This design comes from an exercise in tuning for small area, a short achievable clock period and few clock cycles per item on the open sky130 flow, not from production work. No functional check of the RTL was part of any run shown here. Power figures rest on the tool's default switching activity, not on a simulated workload.

**config.mk**
```make
export PLATFORM = sky130hd
export DESIGN_NAME = dma_top
export DESIGN_NICKNAME = dma_top
export VERILOG_FILES = /design/flow/design.v
export SDC_FILE = /design/flow/constraint.sdc
export NUM_CORES = 4
export LEC_CHECK = 0
export ABC_CLOCK_PERIOD_IN_PS = 1000
export CAP_MARGIN = 20
export CORE_MARGIN = 2
export CORE_UTILIZATION = 60
export SETUP_SLACK_MARGIN = 1.0
export SLEW_MARGIN = 20
```
**constraint.sdc**
```tcl
create_clock -name core_clock -period 3.5 [get_ports {clk}]
set_input_delay 0.7000 -clock core_clock [delete_from_list [all_inputs] [get_ports {clk}]]
set_output_delay 0.7000 -clock core_clock [all_outputs]
set_load 0.01 [all_outputs]
```
**design.v**
```verilog
module master_dma (
    input  wire        clk,
    input  wire        reset,
    input  wire        trigger,
    input  wire [4:0]  length,
    input  wire [31:0] source_address,
    input  wire [31:0] destination_address,
    output wire        done,
    output wire [31:0] ARADDR,
    output wire        ARVALID,
    input  wire        ARREADY,
    input  wire [31:0] RDATA,
    input  wire        RVALID,
    output wire        RREADY,
    output wire [31:0] AWADDR,
    output wire        AWVALID,
    input  wire        AWREADY,
    output wire [31:0] WDATA,
    output wire        WVALID,
    input  wire        WREADY,
    input  wire        BVALID,
    output wire        BREADY
);
wire [2:0] words = length[4:2];
reg       started;      
reg       done_r;       
reg [2:0] ar_count;     
reg [2:0] aw_count;     
reg [2:0] b_count;      
wire active = started ? ~done_r : trigger;
assign ARVALID = active & (ar_count != words);
assign AWVALID = active & (aw_count != words);
addr_offset u_araddr (.base(source_address), .count(ar_count), .addr(ARADDR));
addr_offset u_awaddr (.base(destination_address), .count(aw_count), .addr(AWADDR));
assign WVALID = RVALID & started;
assign WDATA  = RDATA;
assign RREADY = WREADY;
assign BREADY = 1'b1;
wire b_last = BVALID & started & (b_count + 3'd1 == words);
assign done = done_r | b_last;
always @(posedge clk) begin
    if (reset) begin
        started  <= 1'b0;
        done_r   <= 1'b0;
        ar_count <= 3'd0;
        aw_count <= 3'd0;
        b_count  <= 3'd0;
    end else begin
        if (trigger)
            started <= 1'b1;
        if (b_last)
            done_r <= 1'b1;
        if (ARVALID && ARREADY)
            ar_count <= ar_count + 3'd1;
        if (AWVALID && AWREADY)
            aw_count <= aw_count + 3'd1;
        if (BVALID && started)
            b_count <= b_count + 3'd1;
    end
end
endmodule
module addr_offset (
    input  wire [31:0] base,
    input  wire [2:0]  count,
    output wire [31:0] addr
);
wire [2:0] b = base[4:2];
wire c0 = b[0] & count[0];
wire c1 = (b[1] & count[1]) | ((b[1] ^ count[1]) & c0);
wire c2 = (b[2] & count[2]) | ((b[2] ^ count[2]) & c1);
assign addr[1:0] = base[1:0];
assign addr[2] = b[0] ^ count[0];
assign addr[3] = b[1] ^ count[1] ^ c0;
assign addr[4] = b[2] ^ count[2] ^ c1;
genvar k;
generate
    for (k = 5; k < 32; k = k + 1) begin : g_inc
        if (k == 5) begin : g_first
            assign addr[k] = base[k] ^ c2;
        end else begin : g_rest
            assign addr[k] = base[k] ^ (c2 & (&base[k-1:5]));
        end
    end
endgenerate
endmodule
module dma_top (
    input  wire        clk,
    input  wire        reset,
    input  wire        trigger,
    input  wire [4:0]  length,
    input  wire [31:0] source_address,
    input  wire [31:0] destination_address,
    output wire        done,
    output wire [31:0] ARADDR,
    output wire        ARVALID,
    input  wire        ARREADY,
    input  wire [31:0] RDATA,
    input  wire        RVALID,
    output wire        RREADY,
    output wire [31:0] AWADDR,
    output wire        AWVALID,
    input  wire        AWREADY,
    output wire [31:0] WDATA,
    output wire        WVALID,
    input  wire        WREADY,
    input  wire        BVALID,
    output wire        BREADY
);
master_dma u_dma (
    .clk(clk),
    .reset(reset),
    .trigger(trigger),
    .length(length),
    .source_address(source_address),
    .destination_address(destination_address),
    .done(done),
    .ARADDR(ARADDR),
    .ARVALID(ARVALID),
    .ARREADY(ARREADY),
    .RDATA(RDATA),
    .RVALID(RVALID),
    .RREADY(RREADY),
    .AWADDR(AWADDR),
    .AWVALID(AWVALID),
    .AWREADY(AWREADY),
    .WDATA(WDATA),
    .WVALID(WVALID),
    .WREADY(WREADY),
    .BVALID(BVALID),
    .BREADY(BREADY)
);
endmodule
```
**flow/run.sh**
```bash
#!/bin/bash
# Standard ORFS layout, with the port buffers made from the smallest buffer
# cell and the adders left to ABC (no full/half-adder cell extraction).
set -euo pipefail
bash standard.sh 'BUFFER_PORTS_ARGS=-buffer_cell sky130_fd_sc_hd__buf_1' 'ADDER_MAP_FILE=' finish > orfs_make.log 2>&1
```
**standard.sh**
```bash
#!/bin/bash
# synth_recipe.tcl (not shown) runs the flow's synth.tcl, then flattens the netlist and writes it again
# the make line also repeats each setting of config.mk as NAME=value (left out here)
make -C /OpenROAD-flow-scripts/flow DESIGN_CONFIG=/design/flow/config.mk WORK_HOME=/design/flow/orfs CLKGATE_MAP_FILE= SYNTH_SCRIPT=/design/flow/synth_recipe.tcl "${@:-finish}"
```
==> results.cfg, run 1 <==
[run_status]
status = did not finish
lastStage = global routing (5_1_grt)
stop_error = [ERROR DPL-0038] Utilization greater than 100%, impossible to legalize

[place]
hpwl_um = 4712
place_ws_ns = 0.4522
io_buffers = 133
routabilityCongestion = 0.7823

[logic_synthesis]
yosysTopAreaCellShare_pct = 23.77
ys_warn_count = 1
syn_nets = 375
ys_seq_area_share_pct = 11.07
syn_inst = 266
synth.distinct_cells = 34
syn_area_um2 = 1989
yosys_register_bits = 11
ys.flop_type = dfxtp_1
synth_edf_count = 0
synth_area_leaders = xnor2_1 (24%), buf_4 (15%), xor2_1 (12%)
async_reset_ff_share_pct = 0
post-synth-top-area-cell = xnor2_1
avgSynthCellArea_um2 = 7.479

[global_routing]
grt_max_degree = 12

[timing]
worstEndpointType = primary output
worst_endpoint = ARADDR[19]

[floorplanning]
die-width_um = 61.58
row_count = 20
die_y_um = 61.58
io_pins = 211
initial_utilization_pct = 64.11

[clock_network]
hold_buffers = 0
htree_levels = 1
cts_num_sinks = 11
root_buffer = clkbuf_4
numCtsBuffers = 3
clockBufferDepth = 2
-- worst max-delay path by stage --
| stage | startpoint | end | slack (ns) | cells after the start |
|---|---|---|---|---|
| after CTS | source_address[5] | ARADDR[23] | 0.71 | 9 |
| after detailed placement | source_address[10] | ARADDR[25] | 0.45 | 7 |
| after global placement | source_address[10] | ARADDR[25] | 0.47 | 7 |
| after floorplan | source_address[12] | ARADDR[31] | 0.91 | 6 |
-- cells by family after synthesis --
group	count (synthesis)	share of synthesized area (%)
AND/OR/NAND/NOR	114	30.69
other	1	0.1885
buffers and inverters	47	16.86
AO/OA/AOI/OAI	11	5.094
flip-flops	11	11.07
XOR/XNOR	82	36.10
-- through the flow --
| step | cell area, um2 | cells | power, mW | hold slack (ns) | util [%] |
|---|---|---|---|---|---|
| detailed placement | 2328 | 396 | 0.3675 | 0.5365 | 75.04 |
| CTS | 2930 | 422 | 0.5103 | 0.5585 | 94.44 |
| floorplan | 2113 | 266 | 0.3149 | 0.4996 | - |
| global placement | 2328 | 396 | 0.3633 | 0.5271 | 75.04 |
-- power groups by stage --
stage                     sequential, mW  combinational, mW  clock (mW)
after CTS                          0.148              0.274      0.0886
after detailed placement           0.148              0.219           0
after global placement             0.148              0.215           0
after floorplan                    0.138              0.177           0
-- what timing repair did --
item                       CTS
setup buffers               20
setup endpoints to repair   54
pin swaps                   34
cloned                       2
gates resized for setup    134
-- Yosys cell counts, types with 6 or more instances --
library cell / n
dfxtp_1: 11
nand2_1: 26
nand3_1: 24
nand4_1: 12
and4_1: 8
and2_1: 6
nor2_1: 19
and3_1: 6
xor2_1: 28
xnor2_1: 54
buf_4: 41
==> run 2, diff against run 1 <==
==> config.mk (replaced) <==
export PLATFORM = sky130hd
export DESIGN_NAME = dma_top
export DESIGN_NICKNAME = dma_top
export VERILOG_FILES = /design/flow/design.v
export SDC_FILE = /design/flow/constraint.sdc
export NUM_CORES = 4
export LEC_CHECK = 0
export CAP_MARGIN = 20
export CORE_MARGIN = 2
export CORE_UTILIZATION = 45
export SETUP_SLACK_MARGIN = 0.5
export SLEW_MARGIN = 20
==> run 2 against run 1 <==
Net effect: now clean on timing, DRC and antenna; synthesized cell count stayed put; area after synthesis stayed put.
==> results.cfg, run 2 <==
[run_status]
status = finished clean

[power_and_ir_drop]
pwr-share-comb_pct = 44.1
power_density_nw_per_um2 = 208.2
switching_share_pct = 37.96
internal_power_mw = 0.3019
seq_power_share_pct = 30.0
pwr-share-clk_pct = 25.9
power_leakage_nw = 0.8012
power.switching_mw = 0.1847
power_mw = 0.4866
vdd_drop_max_mv = 0.2767

[logic_synthesis]
ys_warn_count = 1
post-synth-top-area-cell = xnor2_1
synth.most_common_cell = xnor2_1
syn_area_um2 = 1989
ys_top_cells_by_count = xnor2_1 (54), buf_4 (41), xor2_1 (28)
yosys_register_bits = 11
synth_area_leaders = xnor2_1 (24%), buf_4 (15%), xor2_1 (12%)
syn_inst = 266
ys.flop_type = dfxtp_1
avgSynthCellArea_um2 = 7.479
synth.distinct_cells = 34
yosysTopAreaCellShare_pct = 23.77
synth_edf_count = 0
async_reset_ff_share_pct = 0
syn_nets = 375
ys_seq_area_share_pct = 11.07

[finish]
drive_gt1_share_pct = 5.014
fin_nets = 469
fin_util_pct = 54.43
final_common_cell = buf_1
n_antenna_cell = 0
final_cell_mix = buf_1 (133), xnor2_1 (54), xor2_1 (28)
fill_cells = 482
finalNonFillerCells = 411
area_growth_pct = 17.48
reg_top3 = u_dma.ar_count: 3 flops, u_dma.aw_count: 3 flops, u_dma.b_count: 3 flops

[worst_setup_path]
cp_cell_sequence = buf_1 -> a31oi_1 -> a2bb2oi_4 -> nor2_2 -> and4_1 -> xor2_1 -> buf_1
cpPeakStageDelay_ns = 0.34
crit_slowest_cell = a31oi_1
path_class = in2out
r2r_start = u_dma.aw_count[2]
crit_fanout = 7
cp-end-kind = output port
start_kind = primary input
r2r_cells = 5
critPathArrivalTime_ns = 2.17
reg2reg_to = u_dma.aw_count[2]
crit_path_frequent_cell = buf_1
r2r_setup_slack_ns = 1.82
required_ns = 2.80

[job]
cap_viol_max_count = 0

[global_routing]
first_global_vias = 1826
grt.overflow.total = 0
antenna_found_initial = 0
grt_first_pass_wirelength_um = 8107
grt.total_usage_pct = 19.48
grt_max_degree = 14

[worst_hold_path]
hold_class = reg2reg
holdPathEnd = u_dma.b_count[2]
hold_path.startpoint = u_dma.b_count[2]
hold_path_depth = 2

[timing]
setup_viol = 0
period_share_pct = 81.94
rsz0062_at_grt = false
setup_tns_ns = 0
max_freq_mhz = 348.7
post-route-min-period_ns = 2.868
timing.hold.ws_ns = 0.5357
slew_headroom_pct = 63.13
worstMarginPinSlew_ns = 0.5494
hold_viol = 0
skew_ns = 0.002898
report.final.slew_viol_count = 0

[floorplanning]
core_area_um2 = 4294
row_count = 24
io_pins = 211
initial_utilization_pct = 46.33
die-width_um = 70.49
die_y_um = 70.49
die_area_um2 = 4969

[place]
routabilityCongestion = 0.8082
io_buffers = 133
dp.cells = 404
hpwl_um = 4378

[clock_network]
hold_buffers = 0
cts_tree = yes
root_buffer = clkbuf_8
clockBufferDepth = 2
path_clk_slew_ns = 0.05
htree_levels = 1
cts_num_sinks = 11
clkLatencyLatePin_ns = 0.23
numCtsBuffers = 3

[detailed_routing]
drt_pass1_iterations = 4
via_count = 2076
drc_errors = 0
wirelength_um = 5163
drt-initial-drc-count = 25
wire_per_inst_um = 12.56
drtAntennaViolNets = 0
viasPerCell = 5.051
==> run 2: per-stage QoR <==
step	worst slack, ns	area, um2
finish	0.6320	2337
global route	0.4946	2337
CTS	0.5052	2288
detailed placement	0.4756	2218
global placement	0.4828	2218
floorplan	0.9069	1989
==> run 2: metal layers <==
metal,track usage (%),routed length [um],share of wire (%)
met5,0,0,0
met1,22.67,2027,39
met2,34.91,2604,50
met4,5.556,107,2.1
met3,4.906,423,8.2
==> run 2: cells by family (layout without fill, tap and decap cells) <==
| logic type | Yosys count | after routing | synth area share (%) |
|---|---|---|---|
| other | 1 | 1 | 0.1885 |
| xor gates and xnor gates | 82 | 82 | 36.10 |
| buffers and inverters | 47 | 140 | 16.86 |
| DFF | 11 | 11 | 11.07 |
| AOI/OAI and AO/OA | 11 | 11 | 5.094 |
| and+or+nand+nor | 114 | 114 | 30.69 |
==> run 2: timing repair <==
item	CTS	global route
pin swaps	1	2
gates resized for setup	1	7
endpoints found under the setup margin	5	15
setup buffers	1	2
==> run 2: how the worst max path moves through the flow <==
stage / cells after the start / endpoint / startpoint
floorplan: 5 / ARADDR[31] / source_address[7]
detailed placement: 7 / ARADDR[15] / source_address[5]
global route: 7 / AWADDR[11] / destination_address[2]
finish: 7 / AWADDR[11] / destination_address[2]
CTS: 7 / AWADDR[31] / destination_address[13]
global placement: 7 / ARADDR[15] / source_address[5]
==> run 2: final cells by class <==
class                      count  area (um2)  share of cell area [%]
clock buffer                   4       45.04                   1.927
multi-input combinational    208        1473                   63.01
sequential                    11       220.2                   9.422
tap                           52       65.06                   2.784
timing repair buffer         136       534.3                   22.86
==> run 2: power groups by stage <==
stage | registers (mW) | logic (mW) | clock network, mW
2_1_floorplan | 0.138 | 0.171 | 0
3_3_place_gp | 0.148 | 0.209 | 0
3_5_place_dp | 0.148 | 0.211 | 0
4_1_cts | 0.146 | 0.213 | 0.128
5_1_grt | 0.148 | 0.237 | 0.140
6_report | 0.146 | 0.214 | 0.126
==> run 2: critical path: cells and delay by family <==
kind / cells / cell delay [ns]
xor+xnor: 1 / 0.13
simple gates: 2 / 0.37
compound gates: 2 / 0.66
buf+inv: 2 / 0.30
==> run 3, diff against run 2 <==
--- a/config.mk
+++ b/config.mk
@@ -8,5 +8,5 @@
 export CAP_MARGIN = 20
 export CORE_MARGIN = 2
 export CORE_UTILIZATION = 45
-export SETUP_SLACK_MARGIN = 0.5
+export SETUP_SLACK_MARGIN = 0.8
 export SLEW_MARGIN = 20
==> run 3 against run 2 <==
Net effect: register-to-register slack gained 0.05 ns; highest routed layer unchanged; non-clock buffer count grew 24; maximum frequency grew 2.9%; still clean on timing, DRC and antenna; clock-buffer cell count is the same; largest cell class unchanged; power grew 12%; setup slack gained 0.080 ns; sequential power is essentially flat; critical endpoint is now ARADDR[30]; largest power group unchanged; critical path depth grew 2; wire length grew 14%.
==> results.cfg, run 3 <==
[worst_setup_path]
critPathTopFamily = simple AND/OR/NAND/NOR gates
path_class = in2out
cpPeakStageDelay_ns = 0.40
crit_fanout = 5
cp_cell_sequence = buf_6 -> nand3_2 -> or3b_4 -> nor3_4 -> buf_6 -> buf_16 -> nand3_2 -> xnor2_1 -> buf_2
crit_slowest_cell = or3b_4
cp-end-kind = output port
critPathArrivalTime_ns = 2.09
start_kind = primary input
crit_buf_inv = 4
required_ns = 2.80

[logic_synthesis]
post-synth-top-area-cell = xnor2_1
syn_inst = 266
synth_edf_count = 0
async_reset_ff_share_pct = 0
ys.flop_type = dfxtp_1
synth.most_common_cell = xnor2_1
ys_warn_count = 1
syn_nets = 375
ys_top_cells_by_count = xnor2_1 (54), buf_4 (41), xor2_1 (28)
avgSynthCellArea_um2 = 7.479
ys_seq_area_share_pct = 11.07
synth_area_leaders = xnor2_1 (24%), buf_4 (15%), xor2_1 (12%)
synth.distinct_cells = 34
yosys_register_bits = 11
syn_area_um2 = 1989
yosysTopAreaCellShare_pct = 23.77

[power_and_ir_drop]
power_mw = 0.5444
power_density_nw_per_um2 = 182.4
internal_power_mw = 0.3453
pwr-share-comb_pct = 49.4
power_leakage_nw = 1.250
switching_share_pct = 36.58
seq_power_share_pct = 27.3
pwr-share-clk_pct = 23.3
vdd_drop_max_mv = 0.2777
power.switching_mw = 0.1991

[floorplanning]
initial_utilization_pct = 46.33
core_area_um2 = 4294
die_area_um2 = 4969
die_y_um = 70.49
row_count = 24
die-width_um = 70.49
io_pins = 211

[global_routing]
antenna_found_initial = 0
grt.total_usage_pct = 21.25
grt_max_degree = 12
grt.overflow.total = 0
first_global_vias = 1982
grt_first_pass_wirelength_um = 8838

[finish]
final_cell_mix = buf_1 (68), xnor2_1 (47), buf_2 (42)
n_antenna_cell = 0
fin_area_um2 = 2984
area_growth_pct = 50.00
fin_nets = 493
final_common_cell = buf_1
drive_gt1_share_pct = 37.34
reg_top3 = u_dma.ar_count: 3 flops, u_dma.aw_count: 3 flops, u_dma.b_count: 3 flops

[job]
cap_viol_max_count = 0

[run_status]
status = finished clean

[clock_network]
cts_tree = yes
htree_levels = 1
clkLatencyLatePin_ns = 0.23
numCtsBuffers = 3
clockBufferDepth = 2
root_buffer = clkbuf_8
cts_num_sinks = 11
path_clk_slew_ns = 0.05

[timing]
worstMarginPinSlew_ns = 0.5581
post-route-min-period_ns = 2.788
report.final.slew_viol_count = 0
skew_ns = 0.0002190
setup_viol = 0
slew_headroom_pct = 62.54
rsz0062_at_grt = true
period_share_pct = 79.66
setup_tns_ns = 0
max_freq_mhz = 358.7
hold_viol = 0
timing.hold.ws_ns = 0.5468

[detailed_routing]
drt_pass1_iterations = 4
wire_per_inst_um = 13.49
via_count = 2218
drt-initial-drc-count = 33
drtAntennaViolNets = 0
wirelength_um = 5870
viasPerCell = 5.099
drc_errors = 0

[place]
hpwl_um = 4378
io_buffers = 133
routabilityCongestion = 0.8082
place_area_um2 = 2218

[worst_hold_path]
hold_class = reg2reg
[run 3: worst paths after layout]
kind	start	end	slack (ns)	cells past startpoint
setup reg to reg	u_dma.aw_count[0]	u_dma.aw_count[2]	1.87	5
setup / recovery	source_address[7]	ARADDR[30]	0.71	9
hold / removal	u_dma.b_count[2]	u_dma.b_count[2]	0.55	2
hold reg to reg	u_dma.b_count[2]	u_dma.b_count[2]	0.55	2
[run 3: what timing repair did]
| item | in CTS | in global routing |
|---|---|---|
| resized for setup | 104 | 65 |
| gates cloned | 1 | 0 |
| endpoints found under the hold margin | 0 | 0 |
| endpoints found under the setup margin | 44 | 40 |
| hold buffers | 0 | 0 |
| buffers inserted | 18 | 8 |
| pin swaps | 26 | 45 |
[run 3: per-layer routing]
metal	global-route usage [%]	vias to the layer above	part of all wire, %
li1	-	1095	-
met1	24.17	1011	38
met2	39.83	92	53
met3	4.618	20	7.3
met4	4.915	0	1.8
met5	0	-	0
[run 3: tightest hold or removal path, cell delays in order (launching register included)]
cell	delay, ns
dfxtp_1	0.35
xor2_1	0.08
nor2_1	0.08
[run 3: metrics by stage]
step	util, %	worst slack, ns	instances
finish	69.49	0.7120	435
global route	69.49	0.6411	435
CTS	62.85	0.7353	427
detailed placement	51.66	0.4756	404
global placement	51.66	0.4828	404
floorplan	-	0.9069	266
[run 3: layout make-up]
type                            count  area, um2
Timing Repair Buffer              160      975.9
Clock buffer                        4      45.04
Tap cell                           52      65.06
Sequential cell                    11      224.0
Fill cell                         365       1310
Multi-Input combinational cell    208       1674
[run 3: power by group through the flow]
stage                     combinational (mW)  clock (mW)  sequential, mW
after floorplan                        0.171           0           0.138
after global placement                 0.209           0           0.148
after detailed placement               0.211           0           0.148
after CTS                              0.245       0.128           0.148
after global routing                   0.292       0.141           0.151
final                                  0.269       0.127           0.149
[run 3: cells by family (layout without fill, tap and decap cells)]
kind of cell           Yosys count  after routing  synth area share, %
AND/OR/NAND/NOR                114            114                30.69
other                            1              1               0.1885
XOR/XNOR                        82             82                36.10
buffers and inverters           47            164                16.86
AO/OA/AOI/OAI                   11             11                5.094
flip-flops                      11             11                11.07
==> run 4, diff against run 3 <==
--- a/design.v
+++ b/design.v
@@ -30,8 +30,10 @@
 wire active = started ? ~done_r : trigger;
 assign ARVALID = active & (ar_count != words);
 assign AWVALID = active & (aw_count != words);
-addr_offset u_araddr (.base(source_address), .count(ar_count), .addr(ARADDR));
-addr_offset u_awaddr (.base(destination_address), .count(aw_count), .addr(AWADDR));
+addr_offset u_araddr (.clk(clk), .reset(reset), .base(source_address), .count(ar_count),
+                      .accept(ARVALID & ARREADY), .addr(ARADDR));
+addr_offset u_awaddr (.clk(clk), .reset(reset), .base(destination_address), .count(aw_count),
+                      .accept(AWVALID & AWREADY), .addr(AWADDR));
 assign WVALID = RVALID & started;
 assign WDATA  = RDATA;
 assign RREADY = WREADY;
@@ -60,28 +62,32 @@
 end
 endmodule
 module addr_offset (
+    input  wire        clk,
+    input  wire        reset,
     input  wire [31:0] base,
     input  wire [2:0]  count,
+    input  wire        accept,
     output wire [31:0] addr
 );
-wire [2:0] b = base[4:2];
-wire c0 = b[0] & count[0];
-wire c1 = (b[1] & count[1]) | ((b[1] ^ count[1]) & c0);
-wire c2 = (b[2] & count[2]) | ((b[2] ^ count[2]) & c1);
+reg carry;
 assign addr[1:0] = base[1:0];
-assign addr[2] = b[0] ^ count[0];
-assign addr[3] = b[1] ^ count[1] ^ c0;
-assign addr[4] = b[2] ^ count[2] ^ c1;
+assign addr[4:2] = base[4:2] + count;
 genvar k;
 generate
     for (k = 5; k < 32; k = k + 1) begin : g_inc
         if (k == 5) begin : g_first
-            assign addr[k] = base[k] ^ c2;
+            assign addr[k] = base[k] ^ carry;
         end else begin : g_rest
-            assign addr[k] = base[k] ^ (c2 & (&base[k-1:5]));
+            assign addr[k] = base[k] ^ (carry & (&base[k-1:5]));
         end
     end
 endgenerate
+always @(posedge clk) begin
+    if (reset)
+        carry <= 1'b0;
+    else if (accept && (&addr[4:2]))
+        carry <= 1'b1;
+end
 endmodule
 module dma_top (
     input  wire        clk,
--- a/config.mk
+++ b/config.mk
@@ -8,5 +8,5 @@
 export CAP_MARGIN = 20
 export CORE_MARGIN = 2
 export CORE_UTILIZATION = 45
-export SETUP_SLACK_MARGIN = 0.8
+export SETUP_SLACK_MARGIN = 0.5
 export SLEW_MARGIN = 20
==> run 4 against run 3 <==
Net effect: critical path depth shrank 1; core utilization shrank 11 points; sequential power grew 15%; via count shrank 5.5%; first-iteration DRC count shrank 52%; setup slack lost 0.16 ns; synthesized cell count shrank 0.75%; die area shrank 0.48%; largest power group unchanged; register-to-register slack lost 0.08 ns; sequential share of layout area grew 2.8 points; non-clock buffer count shrank 17.
==> results.cfg, run 4 <==
[detailed_routing]
wire_per_inst_um = 13.03
drt_pass1_iterations = 4
viasPerCell = 4.979
wirelength_um = 5485
drtAntennaViolNets = 0
via_count = 2096
drt-initial-drc-count = 16
drc_errors = 0

[clock_network]
cts_tree = yes
clkLatencyLatePin_ns = 0.24
root_buffer = clkbuf_8
cts_num_sinks = 13
path_clk_slew_ns = 0.06
hold_buffers = 0
htree_levels = 1
clockBufferDepth = 2
numCtsBuffers = 3

[logic_synthesis]
syn_nets = 373
synth.most_common_cell = xnor2_1
yosysTopAreaCellShare_pct = 21.68
synth_edf_count = 0
ys_top_cells_by_count = xnor2_1 (49), buf_4 (38), xor2_1 (33)
ys.flop_type = dfxtp_1
post-synth-top-area-cell = xnor2_1
async_reset_ff_share_pct = 0
synth.distinct_cells = 31
synth_area_leaders = xnor2_1 (22%), xor2_1 (15%), buf_4 (14%)
syn_inst = 264
ys_seq_area_share_pct = 13.15
syn_area_um2 = 1979
ys_warn_count = 2
yosys_register_bits = 13
avgSynthCellArea_um2 = 7.498

[timing]
slew_headroom_pct = 62.23
report.final.slew_viol_count = 0
period_share_pct = 84.30
skew_ns = 0.004565
post-route-min-period_ns = 2.950
hold_viol = 0
max_freq_mhz = 338.9
setup_viol = 0
setup_tns_ns = 0
rsz0062_at_grt = true
worstMarginPinSlew_ns = 0.5666

[floorplanning]
die_y_um = 70.32
die_area_um2 = 4945
row_count = 24
io_pins = 211
core_area_um2 = 4294
initial_utilization_pct = 46.10
die-width_um = 70.32

[global_routing]
grt.overflow.total = 0
grt.total_usage_pct = 20.64
grt_max_degree = 14
grt_first_pass_wirelength_um = 8273
first_global_vias = 1807
antenna_found_initial = 3

[finish]
area_growth_pct = 27.24
final_cell_mix = buf_1 (119), xnor2_1 (49), xor2_1 (33)
final_common_cell = buf_1
seqCellArea_um2 = 260.3
multi_input_area_um2 = 1464
drive_gt1_share_pct = 11.68
fin_nets = 478
fill_cells = 431
reg_top3 = u_dma.ar_count: 3 flops, u_dma.aw_count: 3 flops, u_dma.b_count: 3 flops

[worst_setup_path]
critPathTopFamily = simple AND/OR/NAND/NOR gates
cp-end-kind = output port
path_class = in2out
crit_fanout = 4
cpPeakStageDelay_ns = 0.56
cp_cell_sequence = buf_8 -> nand3_4 -> or4_4 -> buf_6 -> nor3_4 -> nand4_1 -> xnor2_1 -> buf_2
crit_buf_inv = 3
critPathArrivalTime_ns = 2.25
required_ns = 2.80
start_kind = primary input
crit_slowest_cell = or4_4

[worst_hold_path]
hold_class = reg2reg

[power_and_ir_drop]
power_mw = 0.5341
power_density_nw_per_um2 = 212.0
vdd_drop_max_mv = 0.1685
power_leakage_nw = 0.9242

[run_status]
status = finished clean

[place]
io_buffers = 133
hpwl_um = 4637
routabilityCongestion = 0.8786

[job]
cap_viol_max_count = 0
[run 4: cell types whose count changed after synthesis, sizes merged, moves of 5 or more]
cell   previous run  this run
inv               0         8
and4              8         1
nand4            12        19
buf              44        38
nand3            24        18
xnor2            54        49
xor2             28        33
[run 4: repair_timing]
item / CTS / global route
buffers inserted: 1 / 7
pin swaps: 3 / 12
resized for setup: 5 / 53
endpoints found under the setup margin: 8 / 11
[run 4: logic make-up after synthesis]
family,after synthesis,share of synthesized area [%]
simple gates,108,29.90
other cells,1,0.1895
flops,13,13.15
compound gates,8,3.097
fa+ha+maj,1,0.5057
xor+xnor,82,36.28
buf+inv,51,16.88
[run 4: area by class of cell]
class,count,area share [%]
Tap cell,52,2.583
Inverter,8,1.192
Sequential cell,13,10.33
Antenna cell,1,0.09935
Timing Repair Buffer,143,25.83
Clock inverter,1,0.1987
Multi-Input combinational cell,200,58.12
Clock buffer,3,1.639
[run 4: worst min-delay path, cell delays in order (launching register included)]
cell and delay, ns:
dfxtp_1 0.37, inv_1 0.07, a21oi_1 0.05
[run 4: metrics by stage]
stage | hold slack [ns] | instance area, um2 | cells | worst slack, ns | util [%]
CTS | 0.5444 | 2320 | 413 | 0.5268 | 54.02
floorplan | 0.4996 | 1979 | 264 | 0.6505 | -
global placement | 0.5183 | 2255 | 408 | 0.2618 | 52.51
global route | 0.5708 | 2516 | 420 | 0.4704 | 58.60
finish | 0.5477 | 2519 | 421 | 0.5496 | 58.65
detailed placement | 0.5273 | 2255 | 408 | 0.2215 | 52.51
[run 4: worst paths after layout]
path,from,end,slack [ns],cells after the start
worst min-delay path,u_dma.u_araddr.carry,u_dma.u_araddr.carry,0.55,2
worst max-delay path,source_address[15],ARADDR[27],0.55,8
worst min register to register,u_dma.u_araddr.carry,u_dma.u_araddr.carry,0.55,2
worst max register to register,u_dma.aw_count[0],u_dma.aw_count[0],1.79,5
[run 4: power by group]
group	internal [mW]	switching (mW)	total, mW
clock network	0.0786	0.0579	0.136
logic	0.0968	0.129	0.226
registers	0.156	0.0154	0.171
total	0.331	0.203	0.534
[run 4: layer usage]
metal  vias to the layer above  global-route usage, %  wire (um)
met4                         4                  6.410         67
li1                       1056                      -          -
met3                        14                  11.98        770
met2                        96                  31.45       2468
met1                       926                  24.30       2151
met5                         -                      0         27
==> run 5, diff against run 4 <==
--- a/config.mk
+++ b/config.mk
@@ -8,5 +8,4 @@
 export CAP_MARGIN = 20
 export CORE_MARGIN = 2
 export CORE_UTILIZATION = 45
-export SETUP_SLACK_MARGIN = 0.5
 export SLEW_MARGIN = 20
==> run 5 against run 4 <==
Net effect: area after synthesis stayed put; via count is 2.1% lower; still clean on timing, DRC and antenna; wire length is 3.6% lower; clock power hardly changed; first-iteration DRC count is 81% higher; hold slack worse by 0.0043 ns; power is 3.2% lower.
==> results.cfg, run 5 <==
[timing]
worstMarginPinSlew_ns = 0.5760
timing.final.ws_setup_ns = 0.2384
setup_tns_ns = 0
hold_viol = 0
slew_headroom_pct = 61.60
setup_viol = 0
report.final.slew_viol_count = 0
period_share_pct = 93.19
rsz0062_at_grt = false
skew_ns = 0.004183
timing.hold.ws_ns = 0.5434
max_freq_mhz = 306.6
post-route-min-period_ns = 3.262

[detailed_routing]
wl_met2_um = 2310
route.met3.wl_um = 753
top_layer = met5
drc_errors = 0
via_count = 2051
wirelength_met1_um = 2125
wirelength_um = 5285
drt-initial-drc-count = 29
drt_pass1_iterations = 6
drtAntennaViolNets = 0
wire_per_inst_um = 12.80
viasPerCell = 4.966

[global_routing]
grt.total_usage_pct = 20.46
grt_max_degree = 14
grt.overflow.total = 0
first_global_vias = 1786
antenna_found_initial = 3
grt_first_pass_wirelength_um = 8197

[logic_synthesis]
yosysTopAreaCellShare_pct = 21.68
post-synth-top-area-cell = xnor2_1
syn_inst = 264
ys_top_cells_by_count = xnor2_1 (49), buf_4 (38), xor2_1 (33)
yosys_register_bits = 13
synth_edf_count = 0
syn_nets = 373
async_reset_ff_share_pct = 0
ys_warn_count = 2
ys_seq_area_share_pct = 13.15
syn_area_um2 = 1979
avgSynthCellArea_um2 = 7.498
ys.flop_type = dfxtp_1
synth.most_common_cell = xnor2_1
synth.distinct_cells = 31
synth_area_leaders = xnor2_1 (22%), xor2_1 (15%), buf_4 (14%)

[power_and_ir_drop]
seq_power_share_pct = 33.2
power_leakage_nw = 0.7924
internal_power_mw = 0.3197
power_mw = 0.5171
pwr-share-clk_pct = 26.3
switching_share_pct = 38.16
pwr-share-comb_pct = 40.5
power.switching_mw = 0.1973
power_density_nw_per_um2 = 224.5
vdd_drop_max_mv = 0.1683

[floorplanning]
die_area_um2 = 4945
die-width_um = 70.32
initial_utilization_pct = 46.10
die_y_um = 70.32
io_pins = 211
row_count = 24
core_area_um2 = 4294

[place]
place_ws_ns = 0.2215
io_buffers = 133
dp.cells = 408
hpwl_um = 4637
routabilityCongestion = 0.8786

[job]
cap_viol_max_count = 0

[clock_network]
clkLatencyLatePin_ns = 0.24
clockBufferDepth = 2
numCtsBuffers = 3
cts_tree = yes
cts_setup_buffers = 0
htree_levels = 1
root_buffer = clkbuf_8
path_clk_slew_ns = 0.06
hold_buffers = 0
cts_resized = 0
cts_num_sinks = 13

[finish]
finalNonFillerCells = 413
final_cell_mix = buf_1 (133), xnor2_1 (49), xor2_1 (33)
reg_top3 = u_dma.ar_count: 3 flops, u_dma.aw_count: 3 flops, u_dma.b_count: 3 flops
final_common_cell = buf_1
drive_gt1_share_pct = 3.333
area_growth_pct = 16.37
fin_nets = 470

[worst_setup_path]
cpPeakStageDelay_ns = 0.60
crit_fanout = 6
crit_slowest_cell = or4_4
start_kind = primary input
crit_path_frequent_cell = buf_1
cp_cell_sequence = buf_1 -> nand4_4 -> or4_4 -> nor4_4 -> nand4_1 -> xnor2_1 -> buf_1
critPathTopFamily = simple AND/OR/NAND/NOR gates
crit_buf_inv = 2
critPathArrivalTime_ns = 2.56
required_ns = 2.80
cp-end-kind = output port
path_class = in2out

[run_status]
status = finished clean

[worst_hold_path]
hold_class = reg2reg
[run 5: cell counts after synthesis]
Identical to the previous run, type by type.
[run 5: tightest hold or removal path: stages (launching register included)]
cell and delay, ns:
dfxtp_1 0.37, inv_1 0.07, a21oi_1 0.05
[run 5: final cells by class]
class / instances / area, um2
Fill cell: 453 / 1991
Multi-Input combinational cell: 200 / 1385
Timing Repair Buffer: 135 / 514.2
Sequential cell: 13 / 260.3
Tap cell: 52 / 65.06
Clock buffer: 3 / 41.29
Inverter: 8 / 30.03
Clock inverter: 1 / 5.005
Antenna cell: 1 / 2.502
[run 5: final timing paths]
path,startpoint,end,slack (ns),depth (start not counted)
setup / recovery,source_address[5],ARADDR[31],0.24,7
hold / removal,u_dma.u_araddr.carry,u_dma.u_araddr.carry,0.54,2
setup reg to reg,u_dma.aw_count[0],u_dma.aw_count[0],1.79,5
hold reg to reg,u_dma.u_araddr.carry,u_dma.u_araddr.carry,0.54,2
[run 5: stage by stage]
stage | area, um2 | utilization, %
finish | 2303 | 53.64
global route | 2301 | 53.58
CTS | 2301 | 53.58
detailed placement | 2255 | 52.51
global placement | 2255 | 52.51
floorplan | 1979 | -
[run 5: cells by family (layout without fill, tap and decap cells)]
group | after synthesis | in the layout | synth area share [%]
adders and majority gates | 1 | 1 | 0.5057
AOI/OAI and AO/OA | 8 | 8 | 3.097
DFF | 13 | 13 | 13.15
other | 1 | 2 | 0.1895
and+or+nand+nor | 108 | 108 | 29.90
buffers and inverters | 51 | 147 | 16.88
xor gates and xnor gates | 82 | 82 | 36.28
[run 5: power groups by stage]
stage               Combinational [mW]  Clock [mW]  Sequential (mW)
floorplan                        0.166           0            0.164
global placement                 0.209           0            0.174
detailed placement               0.210           0            0.174
CTS                              0.212       0.142            0.171
global route                     0.232       0.147            0.173
finish                           0.210       0.136            0.171
[run 5: routing by layer]
| metal | up-vias | global-route usage [%] |
|---|---|---|
| met5 | - | 0 |
| met4 | 4 | 6.410 |
| met1 | 889 | 24.22 |
| met2 | 98 | 30.82 |
| li1 | 1044 | - |
| met3 | 16 | 12.12 |
==> run 6, diff against run 5 <==
--- a/design.v
+++ b/design.v
@@ -69,25 +69,36 @@
     input  wire        accept,
     output wire [31:0] addr
 );
-reg carry;
+localparam GROUP = 9;                   
+localparam NG = (27 + GROUP - 1) / GROUP;
+reg  [NG-1:0] gcarry;                   
+wire          carry_next = gcarry[0] | (accept & (&addr[4:2]));
 assign addr[1:0] = base[1:0];
 assign addr[4:2] = base[4:2] + count;
-genvar k;
+genvar k, g;
 generate
     for (k = 5; k < 32; k = k + 1) begin : g_inc
-        if (k == 5) begin : g_first
-            assign addr[k] = base[k] ^ carry;
+        if ((k - 5) % GROUP == 0) begin : g_first
+            assign addr[k] = base[k] ^ gcarry[(k - 5) / GROUP];
         end else begin : g_rest
-            assign addr[k] = base[k] ^ (carry & (&base[k-1:5]));
+            assign addr[k] = base[k] ^ (gcarry[(k - 5) / GROUP] & (&base[k-1:5 + GROUP * ((k - 5) / GROUP)]));
+        end
+    end
+    for (g = 0; g < NG; g = g + 1) begin : g_carry
+        wire next;
+        if (g == 0) begin : g_low
+            assign next = carry_next;
+        end else begin : g_high
+            assign next = carry_next & (&base[5 + GROUP * g - 1:5]);
+        end
+        always @(posedge clk) begin
+            if (reset)
+                gcarry[g] <= 1'b0;
+            else
+                gcarry[g] <= next;
         end
     end
 endgenerate
-always @(posedge clk) begin
-    if (reset)
-        carry <= 1'b0;
-    else if (accept && (&addr[4:2]))
-        carry <= 1'b1;
-end
 endmodule
 module dma_top (
     input  wire        clk,
--- a/config.mk
+++ b/config.mk
@@ -8,4 +8,5 @@
 export CAP_MARGIN = 20
 export CORE_MARGIN = 2
 export CORE_UTILIZATION = 45
+export SETUP_SLACK_MARGIN = 0.6
 export SLEW_MARGIN = 20
==> run 6 against run 5 <==
Net effect: still clean; cell area increased by 0.92%; setup slack improved by 0.48 ns; sequential power up 27%; hold slack improved by 0.0055 ns; register-to-register slack improved by 0.12 ns; critical endpoint is now AWADDR[31]; highest routed layer unchanged.
==> results.cfg, run 6 <==
[run_status]
status = finished clean

[logic_synthesis]
yosys_register_bits = 17
syn_inst = 265
syn_area_um2 = 2031
synth.most_common_cell = xnor2_1
ys.flop_type = dfxtp_1
avgSynthCellArea_um2 = 7.663
async_reset_ff_share_pct = 0
yosysTopAreaCellShare_pct = 24.15
ys_seq_area_share_pct = 16.76
synth.distinct_cells = 31
syn_nets = 374
synth_area_leaders = xnor2_1 (24%), dfxtp_1 (17%), buf_4 (14%)
post-synth-top-area-cell = xnor2_1
ys_top_cells_by_count = xnor2_1 (56), buf_4 (38), nand2_1 (29)
ys_warn_count = 2
synth_edf_count = 0

[finish]
seqCellArea_um2 = 340.3
drive_gt1_share_pct = 4.762
area_growth_pct = 14.48
fill_cells = 450
multi_input_area_um2 = 1359
final_cell_mix = buf_1 (133), xnor2_1 (56), nand2_1 (29)
fin_util_pct = 53.39
fin_nets = 467
n_antenna_cell = 0
final_common_cell = buf_1

[clock_network]
htree_levels = 1
clockBufferDepth = 2
cts_tree = yes
hold_buffers = 0
path_clk_slew_ns = 0.07
root_buffer = clkbuf_8
numCtsBuffers = 3
cts_num_sinks = 17
clkLatencyLatePin_ns = 0.25
cts_setup_buffers = 0
cts_resized = 0

[floorplanning]
io_pins = 211
core_area_um2 = 4354
initial_utilization_pct = 46.64
die_area_um2 = 5066
die-width_um = 71.18
row_count = 24
die_y_um = 71.18

[timing]
post-route-min-period_ns = 2.779
rsz0062_at_grt = false
slew_headroom_pct = 55.69
period_share_pct = 79.40
max_freq_mhz = 359.8
report.final.slew_viol_count = 0
timing.final.ws_setup_ns = 0.7210
setup_viol = 0
worstMarginPinSlew_ns = 0.6646
skew_ns = 0.003760
setup_tns_ns = 0
hold_viol = 0

[detailed_routing]
viasPerCell = 4.848
wirelength_um = 6188
via_count = 1983
drt-initial-drc-count = 66
drc_errors = 0
wire_per_inst_um = 15.13
drt_pass1_iterations = 4
drtAntennaViolNets = 0

[place]
io_buffers = 133
hpwl_um = 5559
routabilityCongestion = 0.8347
place_ws_ns = 0.7207

[power_and_ir_drop]
power_mw = 0.5813
power_density_nw_per_um2 = 250.0
power_leakage_nw = 0.7673
vdd_drop_max_mv = 0.2179

[global_routing]
first_global_vias = 1718
grt.total_usage_pct = 23.13
grt_first_pass_wirelength_um = 9045
grt_max_degree = 16
grt.overflow.total = 0
antenna_found_initial = 0

[worst_setup_path]
required_ns = 2.80
r2r_start = u_dma.started
cp-end-kind = output port
critPathLaunch = destination_address[23]
crit_fanout = 4
start_kind = primary input
path_class = in2out
critPathArrivalTime_ns = 2.08

[worst_hold_path]
hold_path.startpoint = u_dma.b_count[2]
hold_class = reg2reg

[job]
cap_viol_max_count = 0
## run 6: through the flow
step	std cells	hold WS, ns	cell area, um2
4_1_cts	409	0.5478	2325
6_report	409	0.5489	2325
3_3_place_gp	405	0.5159	2278
5_1_grt	409	0.5857	2325
3_5_place_dp	405	0.5320	2278
2_1_floorplan	265	0.4996	2031
## run 6: worst paths after layout
| path | cells past startpoint | endpoint | slack (ns) |
|---|---|---|---|
| max | 7 | AWADDR[31] | 0.72 |
| min reg2reg | 2 | u_dma.b_count[2] | 0.55 |
| max reg2reg | 5 | u_dma.u_awaddr.gcarry[2] | 1.91 |
| min | 2 | u_dma.b_count[2] | 0.55 |
## run 6: cell families (layout without fill, tap and decap cells)
kind of cell / Yosys count / count (layout) / share of synthesized area, %
other: 1 / 1 / 0.1847
XOR/XNOR: 82 / 82 / 35.37
AO/OA/AOI/OAI: 8 / 8 / 4.066
AND/OR/NAND/NOR: 108 / 108 / 27.30
buffers and inverters: 49 / 141 / 16.33
flip-flops: 17 / 17 / 16.76
## run 6: final cells by class
type,instances,area share (%)
clock buffers,3,1.776
clock inverters,1,0.2153
inverters,4,0.6459
multi-input cells,199,58.45
flip-flops and latches,17,14.64
well taps,52,2.799
repair buffers,133,21.47
## run 6: power by group
| part | internal (mW) | total (mW) | switching [mW] | leakage (nW) |
|---|---|---|---|---|
| Sequential | 0.201 | 0.217 | 0.0160 | 0.138 |
| Clock | 0.0790 | 0.149 | 0.0698 | 0.0255 |
| Combinational | 0.0886 | 0.215 | 0.127 | 0.604 |
## run 6: routing by layer
| layer | track usage [%] | part of all wire [%] |
|---|---|---|
| met1 | 28.91 | 39 |
| met2 | 34.26 | 45 |
| met3 | 13.82 | 14 |
| met4 | 3.774 | 0.52 |
| met5 | 6.061 | 0.68 |
## run 6: critical path, stage by stage
cell,delay (ns)
buf_1,0.16
nand4_1,0.16
nor2_1,0.28
nand4_1,0.18
or2_2,0.31
xnor2_1,0.13
buf_1,0.16
==> run 7, diff against run 6 <==
--- a/config.mk
+++ b/config.mk
@@ -8,5 +8,4 @@
 export CAP_MARGIN = 20
 export CORE_MARGIN = 2
 export CORE_UTILIZATION = 45
-export SETUP_SLACK_MARGIN = 0.6
 export SLEW_MARGIN = 20
==> run 7 against run 6 <==
Net effect: largest power group unchanged; via count did not move; core utilization did not move; area after synthesis did not move; hold slack did not move; setup slack did not move.
==> results.cfg, run 7 <==
[logic_synthesis]
async_reset_ff_share_pct = 0
ys_top_cells_by_count = xnor2_1 (56), buf_4 (38), nand2_1 (29)
yosysTopAreaCellShare_pct = 24.15
synth_edf_count = 0
post-synth-top-area-cell = xnor2_1
ys_warn_count = 2
ys_seq_area_share_pct = 16.76
synth_area_leaders = xnor2_1 (24%), dfxtp_1 (17%), buf_4 (14%)
syn_inst = 265
syn_area_um2 = 2031
avgSynthCellArea_um2 = 7.663
yosys_register_bits = 17
synth.distinct_cells = 31
synth.most_common_cell = xnor2_1
syn_nets = 374
ys.flop_type = dfxtp_1

[floorplanning]
die_area_um2 = 5066
initial_utilization_pct = 46.64
io_pins = 211
row_count = 24
core_area_um2 = 4354
die-width_um = 71.18
die_y_um = 71.18

[place]
hpwl_um = 5559
routabilityCongestion = 0.8347
io_buffers = 133
place_ws_ns = 0.7207

[power_and_ir_drop]
power_leakage_nw = 0.7673
power_density_nw_per_um2 = 250.0
vdd_drop_max_mv = 0.2179

[detailed_routing]
drt_pass1_iterations = 4
wire_per_inst_um = 15.13
drc_errors = 0
top_layer = met5
wl_met2_um = 2814
wirelength_um = 6188
via_count = 1983
drtAntennaViolNets = 0
viasPerCell = 4.848
drt-initial-drc-count = 66
wirelength_met1_um = 2434
route.met3.wl_um = 865

[clock_network]
hold_buffers = 0
cts_setup_buffers = 0
cts_num_sinks = 17
path_clk_slew_ns = 0.07
cts_tree = yes
root_buffer = clkbuf_8
clkLatencyLatePin_ns = 0.25
numCtsBuffers = 3
cts_resized = 0
htree_levels = 1
clockBufferDepth = 2

[timing]
report.final.slew_viol_count = 0
post-route-min-period_ns = 2.779
setup_viol = 0
slew_headroom_pct = 55.69
rsz0062_at_grt = false
hold_viol = 0
skew_ns = 0.003760
worstMarginPinSlew_ns = 0.6646
max_freq_mhz = 359.8
period_share_pct = 79.40
timing.final.ws_setup_ns = 0.7210
setup_tns_ns = 0

[global_routing]
antenna_found_initial = 0
first_global_vias = 1718
grt_first_pass_wirelength_um = 9045
grt.overflow.total = 0
grt_max_degree = 16
grt.total_usage_pct = 23.13

[worst_setup_path]
crit_fanout = 4
path_class = in2out
critPathArrivalTime_ns = 2.08
cp-end-kind = output port
required_ns = 2.80
start_kind = primary input

[finish]
final_common_cell = buf_1
final_cell_mix = buf_1 (133), xnor2_1 (56), nand2_1 (29)
area_growth_pct = 14.48
fin_nets = 467
drive_gt1_share_pct = 4.762
n_antenna_cell = 0

[run_status]
status = finished clean

[worst_hold_path]
hold_class = reg2reg

[job]
cap_viol_max_count = 0
==> run 7: cell counts after synthesis <==
No cell type changed its count.
==> run 7: path summary, 6_finish.rpt <==
path	end	startpoint	cells after the start	slack, ns
setup / recovery	AWADDR[31]	destination_address[23]	7	0.72
hold / removal	u_dma.b_count[2]	u_dma.b_count[2]	2	0.55
setup reg to reg	u_dma.u_awaddr.gcarry[2]	u_dma.started	5	1.91
hold reg to reg	u_dma.b_count[2]	u_dma.b_count[2]	2	0.55
==> run 7: critical path: stages <==
cell,delay (ns)
buf_1,0.16
nand4_1,0.16
nor2_1,0.28
nand4_1,0.18
or2_2,0.31
xnor2_1,0.13
buf_1,0.16
==> run 7: stage by stage <==
step / instances / area, um2 / util, % / power [mW] / hold slack [ns]
4_1_cts: 409 / 2325 / 53.39 / 0.5880 / 0.5478
2_1_floorplan: 265 / 2031 / - / 0.3868 / 0.4996
6_report: 409 / 2325 / 53.39 / 0.5813 / 0.5489
3_3_place_gp: 405 / 2278 / 52.33 / 0.4356 / 0.5159
3_5_place_dp: 405 / 2278 / 52.33 / 0.4381 / 0.5320
5_1_grt: 409 / 2325 / 53.39 / 0.6196 / 0.5857
==> run 7: cell type report <==
| type | count | area, um2 |
|---|---|---|
| Fill cell | 450 | 2029 |
| Inverter | 4 | 15.01 |
| Multi-Input combinational cell | 199 | 1359 |
| Clock buffer | 3 | 41.29 |
| Clock inverter | 1 | 5.005 |
| Sequential cell | 17 | 340.3 |
| Timing Repair Buffer | 133 | 499.2 |
| Tap cell | 52 | 65.06 |
==> run 7: power by group <==
| group | internal [mW] | switching, mW | leakage [nW] |
|---|---|---|---|
| Clock | 0.0790 | 0.0698 | 0.0255 |
| Sequential | 0.201 | 0.0160 | 0.138 |
| Combinational | 0.0886 | 0.127 | 0.604 |
| Total | 0.369 | 0.212 | 0.767 |
==> run 7: kinds of logic (layout without fill, tap and decap cells) <==
kind of cell           Yosys count  in the layout  synth area share [%]
AND/OR/NAND/NOR                108            108                 27.30
XOR/XNOR                        82             82                 35.37
buffers and inverters           49            141                 16.33
flip-flops                      17             17                 16.76
AO/OA/AOI/OAI                    8              8                 4.066
other                            1              1                0.1847
==> run 7: layer usage <==
metal	vias to the layer above	GRT usage (%)
met2	96	34.26
met3	6	13.82
li1	1015	-
met4	2	3.774
met1	864	28.91
met5	-	6.061
==> run 8, diff against run 7 <==
--- a/design.v
+++ b/design.v
@@ -69,7 +69,7 @@
     input  wire        accept,
     output wire [31:0] addr
 );
-localparam GROUP = 9;                   
+localparam GROUP = 6;                   
 localparam NG = (27 + GROUP - 1) / GROUP;
 reg  [NG-1:0] gcarry;                   
 wire          carry_next = gcarry[0] | (accept & (&addr[4:2]));
==> run 8 against run 7 <==
Net effect: die area is 6.7% higher; wire length is 18% lower; via count is 6.7% higher; synthesized cell count is 6.4% higher; non-clock buffer count is 2 higher; power is 7.1% higher; largest power group unchanged.
==> results.cfg, run 8 <==
[clock_network]
cts_tree = yes
htree_levels = 1
clkLatencyLatePin_ns = 0.26
cts_setup_buffers = 0
cts_num_sinks = 21
cts_resized = 0
clockBufferDepth = 2
hold_buffers = 0
root_buffer = clkbuf_8
numCtsBuffers = 3
path_clk_slew_ns = 0.08

[timing]
rsz0062_at_grt = false
skew_ns = 0.002595
setup_tns_ns = 0
hold_viol = 0
period_share_pct = 68.25
report.final.slew_viol_count = 0
max_freq_mhz = 418.6
timing.hold.ws_ns = 0.5401
post-route-min-period_ns = 2.389
setup_viol = 0

[logic_synthesis]
ys_seq_area_share_pct = 19.32
avgSynthCellArea_um2 = 7.716
syn_area_um2 = 2176
ys_warn_count = 2
muxShareOfSynthArea_pct = 1.495
synth_fa_ha_area_share_pct = 0
yosysTopAreaCellShare_pct = 19.32
ys_top_cells_by_count = xnor2_1 (41), buf_4 (38), nand2_1 (37)
synth_compound_area_share_pct = 6.555
yosys_register_bits = 21
synth_edf_count = 0
ys.flop_type = dfxtp_1
syn_inst = 282
synth_area_leaders = dfxtp_1 (19%), xnor2_1 (17%), xor2_1 (14%)
post-synth-top-area-cell = dfxtp_1
yosys.area_share.simple_pct = 27.37
synth.distinct_cells = 40
syn_nets = 391
synth.most_common_cell = xnor2_1
synth_top_family_by_area = XOR/XNOR gates
synth_xor_xnor_area_share_pct = 30.19
async_reset_ff_share_pct = 0

[finish]
drive_gt1_share_pct = 4.497
reg_top3 = u_dma.u_araddr.gcarry: 5 flops, u_dma.u_awaddr.gcarry: 5 flops
n_antenna_cell = 0
fill_cells = 498
finalNonFillerCells = 432
final_common_cell = buf_1
area_growth_pct = 14.66
final_cell_mix = buf_1 (133), xnor2_1 (41), nand2_1 (37)
fin_util_pct = 53.17
fin_nets = 488

[worst_setup_path]
cp_cell_sequence = buf_1 -> xor2_1 -> o311ai_1 -> inv_2 -> buf_1
cp-end-kind = output port
start_kind = primary input
crit_slowest_cell = o311ai_1
critPathArrivalTime_ns = 1.69
crit_fanout = 4
crit_path_frequent_cell = buf_1
cpPeakStageDelay_ns = 0.42
crit_buf_inv = 3
required_ns = 2.80
critPathTopFamily = compound AO/OA/AOI/OAI gates
path_class = in2out

[floorplanning]
row_count = 25
die-width_um = 73.54
die_area_um2 = 5407
io_pins = 211
core_area_um2 = 4692
die_y_um = 73.54
initial_utilization_pct = 46.37

[power_and_ir_drop]
pwr-share-clk_pct = 26.1
pwr-share-comb_pct = 32.6
power_leakage_nw = 0.8789
internal_power_mw = 0.4076
vdd_drop_max_mv = 0.1437
power_density_nw_per_um2 = 249.5
switching_share_pct = 34.51
seq_power_share_pct = 41.3
power.switching_mw = 0.2148

[place]
routabilityCongestion = 0.7966
hpwl_um = 4393
io_buffers = 133
dp.cells = 428

[detailed_routing]
viasPerCell = 4.896
wirelength_um = 5060
drc_errors = 0
drt_pass1_iterations = 4
via_count = 2115
wire_per_inst_um = 11.71
drtAntennaViolNets = 0
drt-initial-drc-count = 29

[global_routing]
first_global_vias = 1839
grt_max_degree = 18
grt.total_usage_pct = 17.89
grt_first_pass_wirelength_um = 7907
grt.overflow.total = 0
antenna_found_initial = 0

[worst_hold_path]
hold_class = reg2reg

[run_status]
status = finished clean

[job]
cap_viol_max_count = 0
run 8: changes by cell type after synthesis, sizes merged, moves of 5 or more:
cell | before | now
or3 | 0 | 5
xnor2 | 56 | 41
nand4 | 20 | 10
xor2 | 26 | 34
nor2 | 26 | 21
nand3 | 16 | 22
nand2 | 29 | 37
run 8: cell type report:
class                   count  area (um2)  share of cell area [%]
clock buffers               3       41.29                   1.655
clock inverters             1       5.005                  0.2006
inverters                   4       15.01                  0.6018
multi-input cells         214        1431                   57.37
flip-flops and latches     21       420.4                   16.85
well taps                  54       67.56                   2.708
repair buffers            135       514.2                   20.61
run 8: per-layer routing:
layer  part of all wire, %  global-route usage [%]  vias to the layer above
li1                      -                       -                     1090
met1                    41                   21.71                      933
met2                    51                   31.94                       76
met3                   6.9                   3.841                       16
met4                   1.5                   4.242                        0
met5                     0                       0                        -
run 8: cell families (layout without fill, tap and decap cells):
kind of cell / after synthesis / count (layout)
other cells: 1 / 1
compound gates: 17 / 17
simple gates: 118 / 118
buf+inv: 47 / 143
flops: 21 / 21
xor+xnor: 75 / 75
mux: 3 / 3
run 8: tightest hold or removal path: stages, from the launching register on:
cell,delay (ns)
dfxtp_1,0.35
o21ai_0,0.08
a21oi_1,0.06
run 8: path summary, 6_finish.rpt:
kind                      from                  endpoint  slack (ns)  depth (start not counted)
min reg2reg  u_dma.aw_count[2]         u_dma.aw_count[2]        0.54                          2
max                  length[3]                   ARVALID        1.11                          5
max reg2reg  u_dma.aw_count[0]  u_dma.u_awaddr.gcarry[1]        1.80                          5
min          u_dma.aw_count[2]         u_dma.aw_count[2]        0.54                          2
run 8: per-stage QoR:
stage               setup slack [ns]  total power, mW  instance area, um2
floorplan                      1.319           0.4141                2176
global placement               1.107           0.4654                2449
detailed placement             1.091           0.4675                2449
CTS                            1.089           0.6337                2495
global route                  0.9800           0.6671                2495
finish                         1.111           0.6225                2495
run 8: power groups by stage:
| stage | Combinational, mW | Sequential [mW] | Clock [mW] |
|---|---|---|---|
| finish | 0.203 | 0.257 | 0.162 |
| floorplan | 0.159 | 0.255 | 0 |
| CTS | 0.206 | 0.257 | 0.171 |
| global route | 0.227 | 0.259 | 0.181 |
| global placement | 0.203 | 0.262 | 0 |
| detailed placement | 0.205 | 0.262 | 0 |
==> run 9, diff against run 8 <==
--- a/design.v
+++ b/design.v
@@ -69,7 +69,7 @@
     input  wire        accept,
     output wire [31:0] addr
 );
-localparam GROUP = 6;                   
+localparam GROUP = 4;                   
 localparam NG = (27 + GROUP - 1) / GROUP;
 reg  [NG-1:0] gcarry;                   
 wire          carry_next = gcarry[0] | (accept & (&addr[4:2]));
==> run 9 against run 8 <==
Net effect: still clean; final cell count is 0.46% lower; synthesized cell count is 4.6% lower; area after synthesis is 1.1% higher; global-route usage is 1.7 points higher; first-iteration DRC count grew to 2.5 times the previous value; power is 13% higher; largest cell class unchanged; highest routed layer unchanged.
==> results.cfg, run 9 <==
[place]
routabilityCongestion = 0.7453
io_buffers = 133
hpwl_um = 4675
place_area_um2 = 2480
dp.cells = 426

[clock_network]
htree_levels = 1
cts_setup_buffers = 0
root_buffer = clkbuf_8
path_clk_slew_ns = 0.09
cts_tree = yes
clockBufferDepth = 2
hold_buffers = 0
numCtsBuffers = 3
cts_resized = 0
cts_num_sinks = 25
clkLatencyLatePin_ns = 0.27

[logic_synthesis]
async_reset_ff_share_pct = 0
synth.most_common_cell = xnor2_1
syn_inst = 269
avgSynthCellArea_um2 = 8.177
synth_area_leaders = dfxtp_1 (23%), xnor2_1 (22%), buf_4 (13%)
ys_seq_area_share_pct = 22.75
synth.distinct_cells = 34
post-synth-top-area-cell = dfxtp_1
ys_top_cells_by_count = xnor2_1 (54), buf_4 (38), xor2_1 (28)
yosysTopAreaCellShare_pct = 22.75
yosys_register_bits = 25
syn_area_um2 = 2200
ys_warn_count = 2
ys.flop_type = dfxtp_1
syn_nets = 378
synth_edf_count = 0

[detailed_routing]
drt_pass1_iterations = 4
via_count = 2124
viasPerCell = 4.940
drc_errors = 0
wirelength_um = 5446
drtAntennaViolNets = 0
drt-initial-drc-count = 73
wire_per_inst_um = 12.67

[floorplanning]
die-width_um = 73.92
io_pins = 211
die_y_um = 73.92
die_area_um2 = 5463
core_area_um2 = 4723
row_count = 25
initial_utilization_pct = 46.57

[finish]
fin_nets = 473
final_common_cell = buf_1
fin_area_um2 = 2529
finalNonFillerCells = 430
final_cell_mix = buf_1 (133), xnor2_1 (54), xor2_1 (28)
reg_top3 = u_dma.u_araddr.gcarry: 7 flops, u_dma.u_awaddr.gcarry: 7 flops
area_growth_pct = 14.96
n_antenna_cell = 0
drive_gt1_share_pct = 3.581

[power_and_ir_drop]
vdd_drop_max_mv = 0.1624
power_density_nw_per_um2 = 277.2
power_leakage_nw = 0.8058
power_mw = 0.7009

[worst_setup_path]
crit_fanout = 4
r2r_start = u_dma.started
path_class = in2out
critPathTopFamily = simple AND/OR/NAND/NOR gates
crit_slowest_cell = nor3_1
crit_buf_inv = 2
critPathArrivalTime_ns = 1.66
required_ns = 2.80
start_kind = primary input
cp_cell_sequence = buf_1 -> xor2_1 -> nor3_1 -> nor3_1 -> buf_1
cpPeakStageDelay_ns = 0.44
critPathLaunch = length[3]
cp-end-kind = output port

[timing]
hold_viol = 0
skew_ns = 0.007905
period_share_pct = 67.53
max_freq_mhz = 423.1
timing.hold.ws_ns = 0.5649
post-route-min-period_ns = 2.363
rsz0062_at_grt = false
report.final.slew_viol_count = 0
setup_tns_ns = 0
setup_viol = 0

[global_routing]
grt.overflow.total = 0
antenna_found_initial = 0
grt_first_pass_wirelength_um = 8431
grt.total_usage_pct = 19.57
first_global_vias = 1969
grt_max_degree = 24

[worst_hold_path]
hold_class = reg2reg
hold_path.startpoint = u_dma.b_count[2]

[job]
cap_viol_max_count = 0

[run_status]
status = finished clean
-- run 9: through the flow --
| step | setup WS [ns] | util, % |
|---|---|---|
| final | 1.137 | 53.54 |
| after global routing | 1.041 | 53.54 |
| after CTS | 1.121 | 53.54 |
| after detailed placement | 1.115 | 52.50 |
| after global placement | 1.138 | 52.50 |
| after floorplan | 1.435 | - |
-- run 9: area by class of cell --
| class | instances | area (um2) |
|---|---|---|
| Clock buffer | 3 | 41.29 |
| Tap cell | 67 | 83.83 |
| Sequential cell | 25 | 500.5 |
| Fill cell | 492 | 2195 |
| Clock inverter | 1 | 7.507 |
| Timing Repair Buffer | 134 | 506.7 |
| Inverter | 1 | 3.754 |
| Multi-Input combinational cell | 199 | 1385 |
-- run 9: per-layer routing --
| layer | global-route usage, % | routed length, um | up-vias |
|---|---|---|---|
| li1 | - | - | 1061 |
| met1 | 22.80 | 2208 | 964 |
| met2 | 35.52 | 2759 | 89 |
| met3 | 4.527 | 417 | 10 |
| met4 | 5.657 | 60 | 0 |
| met5 | 0 | 0 | - |
-- run 9: cell families (layout without fill, tap and decap cells) --
group                  after synthesis  count (layout)  synth area share [%]
XOR/XNOR                            82              82                 32.65
AO/OA/AOI/OAI                        8               8                 4.210
other                                1               1                0.1705
AND/OR/NAND/NOR                    108             108                 25.94
buffers and inverters               45             139                 14.28
flip-flops                          25              25                 22.75
-- run 9: worst register-to-register path: stages, from the launching register on --
cell     delay (ns)
dfxtp_1        0.46
nor2_1         0.16
or3b_1         0.46
nor2_2         0.15
a41oi_2        0.24
nor4b_1        0.32
-- run 9: power by group --
group | internal (mW) | total [mW] | switching, mW | leakage (nW)
clock | 0.0806 | 0.175 | 0.0942 | 0.0217
sequential | 0.292 | 0.307 | 0.0148 | 0.203
combinational | 0.0881 | 0.219 | 0.131 | 0.582
total | 0.461 | 0.701 | 0.240 | 0.806
-- run 9: final timing paths --
kind,end,slack (ns),cells past startpoint
max,ARVALID,1.14,5
min,u_dma.b_count[2],0.56,2
min reg2reg,u_dma.b_count[2],0.56,2
max reg2reg,u_dma.u_araddr.gcarry[4],1.62,5
==> run 10, diff against run 9 <==
==> flow/run.sh (replaced) <==
#!/bin/bash
# ORFS layout with two changes from the standard one:
#  - synthesis maps the logic with a plain delay-oriented ABC script (no
#    full/half-adder extraction, no ABC buffering or resizing); everything else
#    in synthesis, including the registers, is the standard synthesis;
#  - the port buffers are the smallest buffer cell.
set -euo pipefail
here=$(pwd)
rm -rf "$here/scripts_abc"
cp -r "$FLOW_HOME/scripts" "$here/scripts_abc"
printf '&get -n\n&st\n&dch\n&nf -p\n&put\n' > "$here/scripts_abc/abc_speed.script"
bash standard.sh "SCRIPTS_DIR=$here/scripts_abc" 'ADDER_MAP_FILE=' synth > synth.log 2>&1
bash standard.sh 'BUFFER_PORTS_ARGS=-buffer_cell sky130_fd_sc_hd__buf_1' finish > layout.log 2>&1
==> run 10 against run 9 <==
Net effect: die area fell by 6.4%; setup slack got worse by 0.17 ns; clock-buffer cell count did not move; non-clock buffer count fell by 1; synthesized cell count fell by 5.6%; still clean.
==> results.cfg, run 10 <==
[clock_network]
root_buffer = clkbuf_8
htree_levels = 1
clkLatencyLatePin_ns = 0.27
hold_buffers = 0
cts_num_sinks = 25
cts_resized = 0
cts_setup_buffers = 0
numCtsBuffers = 3
cts_tree = yes
path_clk_slew_ns = 0.09
clockBufferDepth = 2

[finish]
final_cell_mix = buf_1 (132), xnor2_1 (40), nand4_1 (26)
finalNonFillerCells = 405
drive_gt1_share_pct = 1.416
fin_nets = 463
final_common_cell = buf_1
reg_top3 = u_dma.u_araddr.gcarry: 7 flops, u_dma.u_awaddr.gcarry: 7 flops
n_antenna_cell = 0
area_growth_pct = 15.92

[worst_setup_path]
start_kind = primary input
cp-end-kind = output port
r2r_start = u_dma.ar_count[0]
r2r_setup_slack_ns = 1.38
crit_slowest_cell = and2_0
crit_fanout = 6
path_class = in2out
r2r_cells = 5
critPathArrivalTime_ns = 1.83
crit_path_frequent_cell = buf_1
required_ns = 2.80
cp_cell_sequence = buf_1 -> and2_0 -> o21ai_0 -> a221oi_1 -> o211ai_1 -> nand2_1 -> buf_1
cpPeakStageDelay_ns = 0.29
reg2reg_to = u_dma.u_araddr.gcarry[6]

[worst_hold_path]
holdPathEnd = u_dma.done_r
hold_path.startpoint = u_dma.done_r
hold_class = reg2reg
hold_path_depth = 2

[place]
dp.cells = 401
routabilityCongestion = 0.8174
hpwl_um = 4908
io_buffers = 133

[logic_synthesis]
ys_seq_area_share_pct = 24.41
ys_top_cells_by_count = xnor2_1 (40), buf_4 (38), nand4_1 (26)
avgSynthCellArea_um2 = 8.074
yosys_register_bits = 25
synth_area_leaders = dfxtp_1 (24%), xnor2_1 (17%), buf_4 (14%)
ys.flop_type = dfxtp_1
post-synth-top-area-cell = dfxtp_1
synth.distinct_cells = 26
syn_inst = 254
yosysTopAreaCellShare_pct = 24.41
syn_nets = 363
synth.most_common_cell = xnor2_1
ys_warn_count = 2
syn_area_um2 = 2051
synth_edf_count = 0
async_reset_ff_share_pct = 0

[detailed_routing]
via_count = 2104
drc_errors = 0
wire_per_inst_um = 14.07
drt-initial-drc-count = 52
drtAntennaViolNets = 0
viasPerCell = 5.195
drt_pass1_iterations = 5
wirelength_um = 5697

[timing]
skew_ns = 0.003018
period_share_pct = 72.35
slew_headroom_pct = 56.07
setup_viol = 0
timing.hold.ws_ns = 0.4666
post-route-min-period_ns = 2.532
report.final.slew_viol_count = 0
worstMarginPinSlew_ns = 0.6504
hold_viol = 0
max_freq_mhz = 394.9
rsz0062_at_grt = false
setup_tns_ns = 0

[global_routing]
first_global_vias = 1932
antenna_found_initial = 0
grt_max_degree = 26
grt_first_pass_wirelength_um = 8700
grt.overflow.total = 0
grt.total_usage_pct = 21.03

[floorplanning]
row_count = 24
die_y_um = 71.51
die_area_um2 = 5113
io_pins = 211
initial_utilization_pct = 46.78
core_area_um2 = 4384
die-width_um = 71.51

[power_and_ir_drop]
power_density_nw_per_um2 = 285.3
vdd_drop_max_mv = 0.1557
power_leakage_nw = 0.7297

[job]
cap_viol_max_count = 0

[run_status]
status = finished clean
-- run 10: cells by family (layout without fill, tap and decap cells) --
logic type	count (synthesis)	in the layout	synth area share, %
AND/OR/NAND/NOR	98	98	25.93
XOR/XNOR	60	60	25.63
buffers and inverters	39	138	14.09
AO/OA/AOI/OAI	31	31	9.762
flip-flops	25	25	24.41
other	1	1	0.1829
-- run 10: stage by stage --
step / setup WS [ns] / cell area (um2) / total power, mW / utilization, %
after floorplan: 1.231 / 2051 / 0.4550 / -
after detailed placement: 0.9389 / 2330 / 0.5120 / 53.14
final: 0.9676 / 2377 / 0.6782 / 54.22
after CTS: 0.9621 / 2376 / 0.6887 / 54.20
after global placement: 0.9678 / 2330 / 0.5103 / 53.14
after global routing: 0.7927 / 2377 / 0.7204 / 54.22
-- run 10: final cells by class --
type,instances,area [um2]
inverter,1,3.754
multi-input combinational,190,1261
clock buffer,3,41.29
timing repair buffer,133,500.5
sequential,25,500.5
fill,457,2007
tap,52,65.06
clock inverter,1,5.005
-- run 10: worst max-delay path by stage --
stage                   start                        to  slack [ns]  cells after the start
detailed placement  length[3]  u_dma.u_araddr.gcarry[6]        0.94                      6
finish                 BVALID                      done        0.97                      7
CTS                    BVALID                      done        0.96                      7
global route        length[3]                   ARVALID        0.79                      4
global placement       BVALID                      done        0.97                      7
floorplan           length[2]  u_dma.u_araddr.gcarry[6]        1.23                      5
-- run 10: routing by layer --
metal  global-route usage [%]  wire (um)  up-vias
met5                        0          0        -
li1                         -          -     1068
met2                    36.21       2879       86
met1                    26.59       2318      944
met4                    5.660         31        0
met3                    4.501        468        6
-- run 10: where the power goes --
part	total (mW)	switching, mW	internal [mW]	leakage [nW]
registers	0.304	0.0113	0.292	0.203
clock network	0.173	0.0936	0.0797	0.0255
logic	0.201	0.122	0.0792	0.501
total	0.678	0.227	0.451	0.730
-- run 10: worst max-delay path, delay by kind of cell --
kind,cells,cell delay [ns]
AO/OA/AOI/OAI,3,0.52
AND/OR/NAND/NOR,2,0.39
buffers and inverters,2,0.21

Re-timed with assumed drivers on the ports (clkbuf_16 on the clock, buf_2 on other inputs), run 10 has 0.939 ns of setup slack against 0.968 ns with ideal ports, and 0.939 ns once port delays also move by the mid clock arrival of 0.291 ns.
